Background: an optimization exercise with open tools, aiming at small area, a short achievable clock period and few clock cycles. Do not read the settings as production practice.
Power and IR drop assume default switching activity.

==> v33 <==
==> flow/design.v (excerpt) <==
module CHIP(clk,
            rst_n,
            mem_wen_D,
            mem_addr_D,
            mem_wdata_D,
            mem_rdata_D,
            mem_addr_I,
            mem_rdata_I);
clock: 11.0 ns
lec_check: 0
cap_margin: 20
core_margin: 2
core_utilization: 40
setup_slack_margin: 0.3
slew_margin: 20
run.sh (not shown) runs the stock make flow with config.mk's settings and CLKGATE_MAP_FILE= SYNTH_SCRIPT=/design/flow/synth_recipe.tcl, a recipe that flattens the netlist after the stock synthesis.
==> v10 (differences from v33) <==
==> flow/design.v (replaced) <==
module CHIP(clk,
            rst_n,
            mem_wen_D,
            mem_addr_D,
            mem_wdata_D,
            mem_rdata_D,
            mem_addr_I,
            mem_rdata_I);
    input         clk, rst_n ;
    output        mem_wen_D  ;
    output [31:0] mem_addr_D ;
    output [31:0] mem_wdata_D;
    input  [31:0] mem_rdata_D;
    output [31:0] mem_addr_I ;
    input  [31:0] mem_rdata_I;
    reg  [31:2] pc_f;                
    reg         init;                
    reg         d_valid;
    reg  [31:0] ir;
    reg  [31:2] pc_d;
    reg         e_valid;
    reg  [31:0] e_op1;               
    reg  [31:0] e_op2;               
    reg  [31:0] e_aux;               
    reg  [4:0]  e_rd;
    reg  [4:0]  e_sh;
    reg         e_wr;                
    reg         e_load, e_store, e_branch, e_bge, e_jalr, e_link, e_mul;
    reg         e_sub, e_xor, e_slt, e_sll, e_srl;
    reg         e_pred;              
    reg         m_wr, m_load, m_store;
    reg  [4:0]  m_rd;
    reg  [31:0] m_res, m_wdata;
    reg         mu_busy, mu_fin;
    reg  [4:0]  mu_rd;
    reg  [31:0] mu_a, mu_b, mu_s, mu_c;
    wire        mu_last = (mu_b == 32'd0) || (mu_a == 32'd0);
    wire        mu_wb   = mu_busy && mu_fin && !m_wr;
    wire        wp_we   = m_wr || mu_wb;
    wire [4:0]  wp_addr = m_wr ? m_rd : mu_rd;
    wire [31:0] wp_data = m_wr ? (m_load ? mem_rdata_D : m_res) : mu_s;
    wire [31:0] wd_clr = wp_data & {32{~init}};
    wire [31:0] wd_set = wp_data | {32{init}};
    wire [31:0] rf [0:31];
    assign rf[0] = 32'd0;
    genvar g;
    generate
        for (g = 1; g < 32; g = g + 1) begin : R
            localparam [31:0] RV = (g == 2) ? 32'hbffffff0 :
                                   (g == 3) ? 32'h10008000 : 32'd0;
            reg [31:0] q;
            assign rf[g] = q;
            always @(posedge clk) begin
                if (init || (wp_we && wp_addr == g))
                    q <= (wd_set & RV) | (wd_clr & ~RV);
            end
        end
    endgenerate
    wire [6:0] op  = ir[6:0];
    wire [4:0] rd  = ir[11:7];
    wire [2:0] f3  = ir[14:12];
    wire [4:0] rs1 = ir[19:15];
    wire [4:0] rs2 = ir[24:20];
    wire d_auipc  = (op[6:4] == 3'b001) &&  op[2];
    wire d_opimm  = (op[6:4] == 3'b001) && !op[2];
    wire d_load   = (op[6:4] == 3'b000);
    wire d_store  = (op[6:4] == 3'b010);
    wire d_opreg  = (op[6:4] == 3'b011);
    wire d_branch = (op[6:4] == 3'b110) && (op[3:2] == 2'b00);
    wire d_jalr   = (op[6:4] == 3'b110) && (op[3:2] == 2'b01);
    wire d_jal    = (op[6:4] == 3'b110) && op[3];
    wire d_mul    = d_opreg && ir[25] && (f3 != 3'b100);
    wire d_sub    = (d_opreg && ir[30]) || d_branch || (d_opimm && f3 == 3'b010);
    wire d_use1 = !d_auipc && !d_jal;
    wire d_use2 = d_opreg || d_branch || d_store;
    wire d_wr   = !d_branch && !d_store && (rd != 5'd0);
    wire [31:0] imm_i = {{20{ir[31]}}, ir[31:20]};
    wire [31:0] imm_s = {{20{ir[31]}}, ir[31:25], ir[11:7]};
    wire [31:0] imm_b = {{19{ir[31]}}, ir[31], ir[7], ir[30:25], ir[11:8], 1'b0};
    wire [31:0] imm_u = {ir[31:12], 12'd0};
    wire [31:0] imm_j = {{11{ir[31]}}, ir[31], ir[19:12], ir[20], ir[30:21], 1'b0};
    wire [31:0] v1 = (wp_we && wp_addr == rs1) ? wp_data : rf[rs1];
    wire [31:0] v2 = (wp_we && wp_addr == rs2) ? wp_data : rf[rs2];
    wire e_hit1 = e_valid && e_wr && (e_rd == rs1);
    wire e_hit2 = e_valid && e_wr && (e_rd == rs2);
    wire e_hitd = e_valid && e_wr && (e_rd == rd);
    wire m_wait = mu_busy && !mu_wb;
    wire m_hit1 = m_wait && (mu_rd == rs1);
    wire m_hit2 = m_wait && (mu_rd == rs2);
    wire m_hitd = m_wait && (mu_rd == rd);
    wire e_slow = e_load || e_mul;        
    wire d_stall = d_valid && (
        (e_slow && ((d_use1 && e_hit1) || (d_use2 && e_hit2))) ||
        (e_mul && d_wr && e_hitd) ||
        (d_use1 && m_hit1) || (d_use2 && m_hit2) || (d_wr && m_hitd) ||
        (d_mul && d_wr && ((e_valid && e_mul && e_wr) || m_wait)));
    wire [31:0] d_tgt_imm = d_jal ? imm_j : imm_b;
    wire [31:2] d_tgt = pc_d + d_tgt_imm[31:2];
    wire [31:2] d_pc4 = pc_d + 30'd1;
    wire d_jalr_pred = d_jalr && (ir[31:21] == 11'd0) && !e_hit1;
    wire d_pred = d_jal || (d_branch && ir[31]) || d_jalr_pred;
    wire d_go = d_valid && !d_stall;
    wire d_redirect = d_go && d_pred;
    wire [31:2] d_target = d_jalr_pred ? v1[31:2] : d_tgt;
    wire [31:0] a = e_op1;
    wire [31:0] b = e_op2;
    wire [32:0] sum_c = {a, 1'b1} + {b, e_sub};
    wire [31:0] sum = sum_c[32:1];
    wire        b31 = b[31] ^ e_sub;
    wire        lt  = (a[31] != b31) ? a[31] : sum[31];    
    wire        eq  = &(a ^ b);                            
    wire [31:0] sll = a << e_sh;
    wire [31:0] srl = a >> e_sh;
    wire [31:0] e_res = e_link ? e_aux :
                        e_xor  ? (a ^ b) :
                        e_slt  ? {31'd0, lt} :
                        e_sll  ? sll :
                        e_srl  ? srl : sum;
    wire br_taken   = e_bge ? !lt : eq;
    wire e_mis_br   = e_branch && (br_taken != e_pred);
    wire e_mis_jalr = e_jalr && !(e_pred && !a[0]);
    wire e_redirect = e_valid && (e_mis_br || e_mis_jalr);
    wire [31:2] e_target = e_jalr ? sum[31:2] : e_aux[31:2];
    assign mem_addr_I = {pc_f, 2'b00};
    always @(posedge clk or negedge rst_n) begin
        if (!rst_n) begin
            pc_f    <= 30'h00004000;
            d_valid <= 1'b0;
            init    <= 1'b1;
        end else begin
            init <= 1'b0;
            if (e_redirect) begin
                pc_f    <= e_target;
                d_valid <= 1'b0;
            end else if (d_redirect) begin
                pc_f    <= d_target;
                d_valid <= 1'b0;
            end else if (!d_stall) begin
                pc_f    <= pc_f + 30'd1;
                d_valid <= 1'b1;
            end
        end
    end
    always @(posedge clk) begin
        if (!d_stall) begin
            ir   <= mem_rdata_I;
            pc_d <= pc_f;
        end
    end
    wire [31:0] f1 = e_hit1 ? e_res : v1;
    wire [31:0] f2 = e_hit2 ? e_res : v2;
    always @(posedge clk or negedge rst_n) begin
        if (!rst_n) e_valid <= 1'b0;
        else        e_valid <= d_go && !e_redirect;
    end
    always @(posedge clk) begin
        e_op1 <= d_auipc ? {pc_d, 2'b00} : f1;
        e_op2 <= ((d_opreg || d_branch) ? f2 :
                  d_store ? imm_s :
                  d_auipc ? imm_u : imm_i) ^ {32{d_sub}};
        e_aux <= d_store ? f2 :
                 (d_branch && !ir[31]) ? {d_tgt, 2'b00} : {d_pc4, 2'b00};
        e_sh     <= ir[24:20];
        e_rd     <= rd;
        e_wr     <= d_wr;
        e_load   <= d_load;
        e_store  <= d_store;
        e_branch <= d_branch;
        e_bge    <= f3[0];
        e_jalr   <= d_jalr;
        e_link   <= d_jal || d_jalr;
        e_mul    <= d_mul;
        e_sub    <= d_sub;
        e_xor    <= d_opreg && f3 == 3'b100;
        e_slt    <= d_opimm && f3 == 3'b010;
        e_sll    <= d_opimm && f3 == 3'b001;
        e_srl    <= d_opimm && f3 == 3'b101;
        e_pred   <= (d_branch && ir[31]) || d_jalr_pred;
    end
    wire e_go = e_valid && !e_mul;
    always @(posedge clk or negedge rst_n) begin
        if (!rst_n) begin
            m_wr    <= 1'b0;
            m_load  <= 1'b0;
            m_store <= 1'b0;
        end else begin
            m_wr    <= e_go && e_wr;
            m_load  <= e_go && e_load;
            m_store <= e_go && e_store;
        end
    end
    always @(posedge clk) begin
        m_rd    <= e_rd;
        m_res   <= e_res;
        m_wdata <= e_aux;
    end
    assign mem_wen_D   = m_store;
    assign mem_addr_D  = m_res;
    assign mem_wdata_D = m_wdata;
    wire mu_issue = e_valid && e_mul && e_wr;
    wire [31:0] pp0 = mu_b[0] ? mu_a : 32'd0;
    wire [31:0] pp1 = mu_b[1] ? {mu_a[30:0], 1'b0} : 32'd0;
    wire [31:0] pp2 = mu_b[2] ? {mu_a[29:0], 2'b0} : 32'd0;
    wire [31:0] pp3 = mu_b[3] ? {mu_a[28:0], 3'b0} : 32'd0;
    wire [31:0] s1 = mu_s ^ mu_c ^ pp0;
    wire [31:0] c1 = {((mu_s & mu_c) | (mu_s & pp0) | (mu_c & pp0)), 1'b0};
    wire [31:0] s2 = pp1 ^ pp2 ^ pp3;
    wire [31:0] c2 = {((pp1 & pp2) | (pp1 & pp3) | (pp2 & pp3)), 1'b0};
    wire [31:0] s3 = s1 ^ c1 ^ s2;
    wire [31:0] c3 = {((s1 & c1) | (s1 & s2) | (c1 & s2)), 1'b0};
    wire [31:0] s4 = s3 ^ c3 ^ c2;
    wire [31:0] c4 = {((s3 & c3) | (s3 & c2) | (c3 & c2)), 1'b0};
    always @(posedge clk or negedge rst_n) begin
        if (!rst_n)        mu_busy <= 1'b0;
        else if (mu_issue) mu_busy <= 1'b1;
        else if (mu_wb)    mu_busy <= 1'b0;
    end
    always @(posedge clk) begin
        if (mu_issue) begin
            mu_a   <= a;
            mu_b   <= b;
            mu_s   <= 32'd0;
            mu_c   <= 32'd0;
            mu_fin <= 1'b0;
            mu_rd  <= e_rd;
        end else if (!mu_last) begin
            mu_a <= {mu_a[27:0], 4'd0};
            mu_b <= {4'd0, mu_b[31:4]};
            mu_s <= s4;
            mu_c <= c4;
        end else if (!mu_fin) begin
            mu_s   <= mu_s + mu_c;
            mu_fin <= 1'b1;
        end
    end
endmodule
- CORE_UTILIZATION: 40 -> 55
- SETUP_SLACK_MARGIN: 0.3 -> 5
==> comparison <==
Of v33 and v10, v10 has the higher worst setup slack (gap 0.77 ns). Against v10, the critical path depth of v33 is higher by 2. Against v33, the power of v10 is smaller by 6.3%. Against v10, the cell count of v33 is larger by about 6%. Between v10 and v33, the lower clock power is in v33 (gap about 4.7%, measured against v33). In v33 the sequential share of layout area is lower than in v10, by 0.50 points. Between v10 and v33, the lower die area is in v10 (gap 25%, measured against v33). Synthesized cell count: v10 is higher than v33 (1.5%). In v33 the combinational power is larger than in v10, by 21%. Of v10 and v33, v10 has the higher cell area (gap 1.3%, measured against v33). In v10 the fmax is higher than in v33, by about 14%.
No functional check of the RTL was part of any run of this note.

* * *

==> pepper <==
Another version of the RTL of CHIP (not shown whole).
export LEC_CHECK = 0
export CAP_MARGIN = 20
export CORE_MARGIN = 2
export CORE_UTILIZATION = 40
export SETUP_SLACK_MARGIN = 0.3
export SLEW_MARGIN = 20
create_clock -name core_clock -period 11.0 [get_ports {clk}]
standard.sh (not shown) runs the stock make flow with config.mk's settings and CLKGATE_MAP_FILE= SYNTH_SCRIPT=/design/flow/synth_recipe.tcl, a recipe that flattens the netlist after the stock synthesis.
==> flow/flow/run.sh <==
#!/bin/bash
# The standard ORFS layout (the standard.sh), with its timing repair aimed
# well below the clock period (a repair target only: the design is still
# constrained and signed off at the design's period) and plain buffers on the
# ports. ORFS writes each step's log under orfs/logs; make's output goes to
# orfs_flow.log.
set -o pipefail
bash standard.sh CORE_UTILIZATION=55 SETUP_SLACK_MARGIN=7.5 \
    "BUFFER_PORTS_ARGS=-buffer_cell sky130_fd_sc_hd__buf_4" \
    finish > orfs_flow.log 2>&1
==> garnet: changes against pepper <==
--- a/flow/design.v
+++ b/flow/design.v
@@ -17,13 +17,10 @@
     reg         init;                
     reg         d_valid;
     reg  [31:0] ir;
     reg  [31:2] pc_d;
     reg         d_fp;                
-    reg  [11:2] d_lo;                
-    reg         d_lc;                
-    reg         d_far;               
     reg         e_valid;
     reg  [31:0] e_op1;               
     reg  [31:0] e_op2;               
     reg  [31:0] e_aux;               
     reg  [4:0]  e_rd;
@@ -102,13 +99,12 @@
     wire d_stall = d_valid && (
         (e_slow && ((d_use1 && e_hit1) || (d_use2 && e_hit2))) ||
         (e_mul && d_wr && e_hitd) ||
         (d_use1 && m_hit1) || (d_use2 && m_hit2) || (d_wr && m_hitd) ||
         (d_mul && d_wr && ((e_valid && e_mul && e_wr) || m_wait)));
-    wire [31:12] d_tgt_hi = pc_d[31:12] + {{12{ir[31]}}, (ir[3] ? ir[19:12] : {8{ir[31]}})} +
-                            {19'd0, d_lc};
-    wire [31:2] d_tgt = {d_tgt_hi, d_lo};
+    wire [31:0] d_tgt_imm = ir[3] ? imm_j : imm_b;
+    wire [31:2] d_tgt = pc_d + d_tgt_imm[31:2];
     wire [31:2] d_pc4 = pc_d + 30'd1;
     wire d_go = d_valid && !d_stall;
     wire [31:0] a = e_op1;
     wire [31:0] b = e_op2;
     wire [32:0] sum_c = {a, 1'b1} + {b, e_sub};
@@ -153,21 +149,22 @@
     wire x1_busy = (d_valid && d_wr && rd == 5'd1) ||
                    (e_valid && e_wr && e_rd == 5'd1) ||
                    (m_wr && m_rd == 5'd1) || (mu_busy && mu_rd == 5'd1);
     wire f_ret  = (fi[6:2] == 5'b11001) && (fi[19:15] == 5'd1) &&
                   (fi[31:21] == 11'd0) && !x1_busy;
-    wire [12:2] f_lo_j = {1'b0, pc_f[11:2]} + {1'b0, fi[20], fi[30:22]};
-    wire [12:2] f_lo_b = {1'b0, pc_f[11:2]} + {1'b0, fi[7], fi[30:25], fi[11:9]};
-    wire        f_far  = fi[2] ? ((fi[19:12] != {8{fi[31]}}) || (f_lo_j[12] != fi[31]))
-                               : (f_lo_b[12] != fi[31]);
+    wire [11:2] f_lo_j = pc_f[11:2] + {fi[20], fi[30:22]};
+    wire [11:2] f_lo_b = pc_f[11:2] + {fi[7], fi[30:25], fi[11:9]};
     wire f_take = f_jal || f_bwd || f_ret;
     wire [31:2] pc_f1  = pc_f + 30'd1;
-    wire [31:2] pc_seq = ({30{f_jal}} & {pc_f[31:12], f_lo_j[11:2]}) |
-                         ({30{f_bwd}} & {pc_f[31:12], f_lo_b[11:2]}) |
+    wire [31:2] pc_seq = ({30{f_jal}} & {pc_f[31:12], f_lo_j}) |
+                         ({30{f_bwd}} & {pc_f[31:12], f_lo_b}) |
                          ({30{f_ret}} & rf[1][31:2]) |
                          ({30{~f_take}} & pc_f1);
     wire        use_seq = !init && !e_redirect && !d_redirect && !d_stall;
+    wire [10:0] d_lo  = {1'b0, pc_d[11:2]} + {1'b0, d_tgt_imm[11:2]};
+    wire        d_sg  = ir[31];
+    wire        d_far = (d_jal && (ir[19:12] != {8{d_sg}})) || (d_lo[10] != d_sg);
     wire        d_mis = d_fp && (d_jal || d_branch) && d_far;
     wire        d_redirect = d_go && d_mis;
     always @(posedge clk or negedge rst_n) begin
         if (!rst_n) begin
             d_valid <= 1'b0;
@@ -187,27 +184,23 @@
         pc_f <= ({30{use_seq}} & pc_seq) | ({30{~use_seq}} & pc_other);
     always @(posedge clk) begin
         if (!d_stall) begin
             ir   <= mem_rdata_I;
             pc_d <= pc_f;
-            d_fp  <= f_take;
-            d_lo  <= fi[2] ? f_lo_j[11:2] : f_lo_b[11:2];
-            d_lc  <= fi[2] ? f_lo_j[12] : f_lo_b[12];
-            d_far <= f_far;
+            d_fp <= f_take;
         end
     end
     wire        byp1 = e_hit1 && d_use1;
     wire        byp2 = e_hit2 && (d_opreg || d_branch);
     wire        byp3 = e_hit2 && d_store;
     wire [31:0] op1_n = d_auipc ? {pc_d, 2'b00} : d_jal ? {d_pc4, 2'b00} : v1;
     wire [31:0] op2_n = ((d_opreg || d_branch) ? v2 :
                          d_store ? imm_s :
                          d_auipc ? imm_u :
                          d_jal ? 32'd0 : imm_i) ^ {32{d_sub}};
-    wire        d_ptaken = d_fp && !d_mis;
     wire [31:0] aux_n = d_store ? v2 :
-                        (d_jal || (d_branch && !d_ptaken)) ? {d_tgt, 2'b00} : {d_pc4, 2'b00};
+                        (d_jal || (d_branch && !ir[31])) ? {d_tgt, 2'b00} : {d_pc4, 2'b00};
     always @(posedge clk or negedge rst_n) begin
         if (!rst_n) e_valid <= 1'b0;
         else        e_valid <= d_go && !e_redirect;
     end
     always @(posedge clk) begin
@@ -232,11 +225,11 @@
         e_sl2    <= 4'b0001 << sh[3:2];
         e_sl3    <= sh[4] ? 2'b10 : 2'b01;
         e_sr1    <= {4{d_srl}} & (4'b0001 << sh[1:0]);
         e_sr2    <= 4'b0001 << sh[3:2];
         e_sr3    <= sh[4] ? 2'b10 : 2'b01;
-        e_pred   <= d_ptaken;
+        e_pred   <= d_fp && !d_mis;
     end
     wire e_go = e_valid && !e_mul;
     always @(posedge clk or negedge rst_n) begin
         if (!rst_n) begin
             m_wr    <= 1'b0;
==> comparison <==
garnet completed with no timing, DRC or antenna violations. pepper finished with max-capacitance violations, max-slew violations left. Between garnet and pepper, the lower via count is in garnet (gap 1.1%, measured against pepper). Against garnet, the sequential share of layout area of pepper is higher by 0.089 points. Against pepper, the cell area of garnet is lower by 0.84%. Against garnet, the clock skew of pepper is lower by 0.0046 ns. Sequential cell count: pepper is higher than garnet (12).
==> figures <==
Status: garnet finished clean; pepper complete, but fails checks
Reasons for failing layout checks: garnet -; pepper max-capacitance violations, max-slew violations
Slowest cell on the critical path: garnet sky130_fd_sc_hd__edfxtp_1; pepper sky130_fd_sc_hd__xnor2_4
Portion of netlist area occupied by mux cells: garnet 1.67%; pepper 1.67%
Worst Path Max Fanout: garnet 13; pepper 26
Clk tree area frac: garnet 5.55%; pepper 5.42%
Finished Layout Cells: garnet 8850; pepper 8932
Clock tree buffer count of the final layout: garnet 190; pepper 187
DRC marker count from the first detailed-route iteration: garnet 15.4k; pepper 16.0k
GR Util met3: garnet 25.9%; pepper 31.2%
Vias in the first global route: garnet 63.8k; pepper 65.5k
Crit path buf inv count: garnet 5; pepper 3
Function was not checked in any run of this note: the RTL went through the layout flow alone.

-- what the ideal ports hide --
No port has a modelled driver above. Below, the same layouts with a new extraction and two added sets of constraints.
Step 1: set_driving_cell puts a clkbuf_16 on clk and a buf_2 on each other input, an assumption about the parent block.
Step 2, shift: input delay + t, output delay - t, t = (earliest + latest rising clock arrival at the registers) / 2. This alone moves slack from input paths to output paths.
Slacks: ideal / step 1 / step 2; pairs: ideal / step 1.
run | shift t [ns] | setup slack, ns | latest minus earliest clock arrival (ns) | worst slew at a driven data input, ns | pins driven straight from the clock port
v33 | 0.901 | 4.688 / 4.688 / 4.688 | 0.060 / 0.059 | 0.06 | 1
v10 | 0.898 | 5.455 / 5.455 / 5.353 | 0.060 / 0.060 | 0.08 | 1
pepper | 0.926 | 6.912 / 6.912 / 6.279 | 0.045 / 0.045 | 0.06 | 1
garnet | 0.917 | 6.931 / 6.931 / 6.089 | 0.055 / 0.054 | 0.05 | 1
The setup slack of garnet, which loses most, moves by 0.000 ns with the drivers and by -0.842 ns with both steps.
